Background: an optimization exercise with open tools, aiming at small area. Do not read the settings as production practice.
The RTL was checked by simulation tests, not by an equivalence proof against the original design.
No activity file was given, so power comes from the tool's default toggle rates.

==> flow/design.v <==
module debouncer #(parameter TIMER_COUNT = 10) (
    input       clk,
    input       reset,
    input       btnI,
    output      stroke
);
    localparam [3:0] N0 = 4'd12;
    reg        db;
    reg  [3:0] r;                  
    wire [3:0] q   = r ^ N0;
    wire m   = btnI ^ db;          
    wire c10 = ~q[0] & q[1] & ~q[3];    
    wire isF = ~q[0] & ~q[1] & ~q[2];    
    reg  f;
    always @(*) begin
        case (q)
        4'd0: f = 1'b1;
        4'd1: f = 1'b1;
        4'd2: f = 1'b0;
        4'd3: f = 1'b1;
        4'd4: f = 1'b1;
        4'd5: f = 1'b1;
        4'd6: f = 1'b0;
        4'd7: f = 1'b1;
        4'd8: f = 1'b1;
        4'd9: f = 1'b1;
        4'd10: f = 1'b1;
        4'd11: f = 1'b0;
        4'd12: f = 1'b1;
        4'd13: f = 1'b0;
        4'd14: f = 1'b1;
        4'd15: f = 1'b0;
        endcase
    end
    wire [3:0] qn = m ? ({q[2:0], f} ^ {1'b0, db & c10, 2'b00})
                      : (N0 ^ {isF, 3'b000});
    assign stroke = (~q[0] & ~q[1] & ~q[3]) | (~q[1] & ~q[2] & ~q[3]);
    always @(posedge clk or posedge reset) begin
        if (reset) begin
            db <= 1'b0;
            r  <= 4'd0;
        end else begin
            if (c10) db <= btnI;    
            r  <= qn ^ N0;
        end
    end
endmodule
module code_detection(
    input               clk,
    input               reset,
    input               sR,
    input               sL,
    input               sU,
    input               sD,
    input               sw,
    output      [6:0]   SSG_D,
    output      [2:0]   SSG_EN
    );
    parameter TIMEOUT_COUNT = 200;    
    localparam [1:0] ENTER = 2'd0;
    localparam [1:0] ERR   = 2'd1;
    localparam [1:0] SUCC  = 2'd3;
    localparam [1:0] FAIL  = 2'd2;
    reg [1:0] mode;
    reg [1:0] cnt10;         
    reg       cnt2;          
    wire [2:0] cnt = {cnt2, cnt10};
    reg [1:0] att;
    reg [7:0] timer;
    wire pressed = sR | sL | sU | sD;
    wire [1:0] step = cnt[1:0];
    wire locked  = (mode == SUCC) || (mode == FAIL);
    wire idle    = (mode == ENTER) && (step == 2'd0);
    wire s0 = (step == 2'd0), s3 = (step == 2'd3), s12 = !s0 && !s3;
    wire eU = s0 & ~sw, eD = s0 & sw;
    wire eL = (s12 & ~sw) | (s3 & sw);
    wire eR = (s12 & sw) | (s3 & ~sw);
    wire wrong   = (sR & ~eR) | (sL & ~eL) | (sU & ~eU) | (sD & ~eD);
    wire good    = ~wrong;
    wire [2:0] ncnt = cnt + {2'd0, pressed};
    wire hit4    = (mode == ERR) && (ncnt == 3'd4);
    wire timeout = !idle && !timer[1] && !timer[2] && !timer[3] &&
                   timer[5] && timer[6] && !timer[7];
    reg [1:0] nmode;
    always @(*) begin
        nmode = mode;
        if (timeout)
            nmode = FAIL;
        else case (mode)
            ENTER: if (pressed) begin
                       if (!good)
                           nmode = ERR;
                       else if (step == 2'd3)
                           nmode = SUCC;
                   end
            ERR:   if (hit4) nmode = att[1] ? FAIL : ENTER;
            default: ;
        endcase
    end
    always @(posedge clk) begin
        if (idle || mode == SUCC)
            timer <= 8'd0;
        else
            timer <= {~timer[6:0], timer[7] ^ (timer[3] & ~timer[0])};
    end
    always @(posedge clk)
        cnt2 <= !(idle && !pressed) && ncnt[2];
    always @(posedge clk or posedge reset) begin
        if (reset) begin
            mode     <= ENTER;
            cnt10    <= 2'd0;
            att      <= 2'd0;
        end else begin
            mode     <= nmode;
            cnt10    <= (idle && !pressed) ? 2'd0 : ncnt[1:0];
            if (nmode == SUCC || nmode == FAIL)
                att <= {mode == FAIL || hit4, mode == SUCC};
            else if (hit4)
                att <= {att[0], 1'b1};
        end
    end
    wire disp9 = locked & att[0];
    wire dispE = (locked & att[1]) | (idle & att[0]);
    assign SSG_D  = {~(disp9 | dispE), 1'b0, disp9, 1'b0, dispE, dispE, 1'b0};
    assign SSG_EN = 3'b111;
endmodule
module top_module(
    input               clk,
    input               reset,
    input               btnR,
    input               btnL,
    input               btnU,
    input               btnD,
    input               sw,
    output      [6:0]   SSG_D,
    output      [2:0]   SSG_EN
);
parameter   TIMEOUT_COUNT   = 200;
parameter   TIMER_COUNT     = 10;
wire sR, sL, sU, sD;
code_detection #(
   .TIMEOUT_COUNT  (TIMEOUT_COUNT)
) uut (
    .clk        (clk),
    .reset      (reset),
    .sR         (sR),
    .sL         (sL),
    .sU         (sU),
    .sD         (sD),
    .sw         (sw),
    .SSG_D      (SSG_D),
    .SSG_EN     (SSG_EN)
);
debouncer #(.TIMER_COUNT(TIMER_COUNT)) uut1 (.clk(clk), .reset(reset), .btnI(btnR), .stroke(sR));
debouncer #(.TIMER_COUNT(TIMER_COUNT)) uut2 (.clk(clk), .reset(reset), .btnI(btnL), .stroke(sL));
debouncer #(.TIMER_COUNT(TIMER_COUNT)) uut3 (.clk(clk), .reset(reset), .btnI(btnU), .stroke(sU));
debouncer #(.TIMER_COUNT(TIMER_COUNT)) uut4 (.clk(clk), .reset(reset), .btnI(btnD), .stroke(sD));
endmodule
Settings: LEC_CHECK=0, ABC_AREA=1, CAP_MARGIN=20, CORE_MARGIN=2, CORE_UTILIZATION=40, SLEW_MARGIN=20; clock period 6.0 ns.
standard.sh (not shown) runs the stock make flow with config.mk's settings and CLKGATE_MAP_FILE= SYNTH_SCRIPT=/design/flow/synth_recipe.tcl, a recipe that flattens the netlist after the stock synthesis.
==> flow/flow/run.sh <==
#!/bin/bash
# Layout flow: the standard ORFS flow (standard.sh) with these changes:
#  - ABC maps with an area-recovering script (flow/abc_area.script) and
#    Yosys does not pre-extract adders (ABC maps the logic itself);
#  - ports are buffered with the smallest buffer, sky130_fd_sc_hd__buf_1;
#  - CTS uses clkbuf_4 and no dummy clock loads;
#  - tie cells are not duplicated per port: one conb_1 drives all constants
#    (flow/merge_ties.tcl).
# Each tool's output stays in orfs/logs; make's output goes to standard.log.
set -euo pipefail
HERE=$(pwd)
rm -rf "$HERE/orfs_scripts"
cp -r "$FLOW_HOME/scripts" "$HERE/orfs_scripts"
cp "$HERE/flow/abc_area.script" "$HERE/orfs_scripts/abc_area.script"
export SCRIPTS_DIR="$HERE/orfs_scripts"
export ADDER_MAP_FILE=
export BUFFER_PORTS_ARGS="-buffer_cell sky130_fd_sc_hd__buf_1"
export SKIP_REPAIR_TIE_FANOUT=1
export PRE_FLOORPLAN_TCL="$HERE/flow/merge_ties.tcl"
export CTS_ARGS="-root_buf sky130_fd_sc_hd__clkbuf_4 -buf_list sky130_fd_sc_hd__clkbuf_4 -sink_clustering_enable -sink_clustering_size 50 -sink_clustering_max_diameter 500 -repair_clock_nets -dont_use_dummy_load"
bash standard.sh > standard.log 2>&1
==> flow/flow/abc_area.script <==
strash
&get -n
&dch
&nf -R 1000
&put
==> flow/flow/merge_ties.tcl <==
# Drive both constants from one tie cell: synthesis leaves one conb_1 for the
# ones (HI used) and one for the zeros (LO used); move the zeros' net to the
# LO pin of the first cell and delete the second.
set block [ord::get_db_block]
set his {}
set los {}
foreach inst [$block getInsts] {
  if { [[$inst getMaster] getName] == "sky130_fd_sc_hd__conb_1" } {
    set hi_net [[$inst findITerm HI] getNet]
    set lo_net [[$inst findITerm LO] getNet]
    if { $hi_net != "NULL" && $lo_net == "NULL" } { lappend his $inst }
    if { $lo_net != "NULL" && $hi_net == "NULL" } { lappend los $inst }
  }
}
if { [llength $his] == 1 && [llength $los] == 1 } {
  set keep [lindex $his 0]
  set drop [lindex $los 0]
  set net [[$drop findITerm LO] getNet]
  [$drop findITerm LO] disconnect
  [$keep findITerm LO] connect $net
  odb::dbInst_destroy $drop
  puts "merge_ties: [$keep getName] now drives [$net getName] too"
}
Change:
--- a/flow/flow/run.sh
+++ b/flow/flow/run.sh
@@ -5,6 +5,5 @@
 #  - ports are buffered with the smallest buffer, sky130_fd_sc_hd__buf_1;
 #  - CTS uses clkbuf_4 and no dummy clock loads;
-#  - tie cells are not duplicated per port: one conb_1 drives all constants
-#    (flow/merge_ties.tcl).
+#  - tie cells are not duplicated per port (one TIEHI and one TIELO cell).
 # Each tool's output stays in orfs/logs; make's output goes to standard.log.
 set -euo pipefail
@@ -17,5 +16,4 @@
 export BUFFER_PORTS_ARGS="-buffer_cell sky130_fd_sc_hd__buf_1"
 export SKIP_REPAIR_TIE_FANOUT=1
-export PRE_FLOORPLAN_TCL="$HERE/flow/merge_ties.tcl"
 export CTS_ARGS="-root_buf sky130_fd_sc_hd__clkbuf_4 -buf_list sky130_fd_sc_hd__clkbuf_4 -sink_clustering_enable -sink_clustering_size 50 -sink_clustering_max_diameter 500 -repair_clock_nets -dont_use_dummy_load"
 bash standard.sh > standard.log 2>&1
==> flow/flow/abc_area.script (replaced) <==
strash
dc2
&get -n
&dc2
&dch
&nf -R 1000
&put
removed: flow/flow/merge_ties.tcl
Total power falls by about a fifth.
Cell area went up by a few percent.
Sequential share of layout area falls by 1.3 points.
Die area rose by a few percent.

[port drivers added, routing unchanged]
No port has a modelled driver above. Below, the same layouts with a new extraction and two added sets of constraints.
Step 1: set_driving_cell puts a clkbuf_16 on clk and a buf_2 on each other input, an assumption about the parent block.
Step 2 adds t to the input delays and takes it off the output delays; t is the mean of the earliest and latest rising clock arrival at the registers after step 1. Input paths then give back, and output paths get back, about the clock's delay inside the block.
Slacks: no drivers / after step 1 / after step 2; pairs: no drivers / after step 1.
| run | t, ns | slack for setup (ns) | worst setup path after step 2 |
|---|---|---|---|
| the first run | 0.344 | 2.969 / 2.947 / 2.947 | input to register |
| the second run | 0.342 | 2.993 / 2.970 / 3.051 | input to register |
After both steps setup and hold are still met in every run listed. For the first run, which loses most, drivers alone change the setup slack by -0.022 ns; drivers and shift together by -0.022 ns.
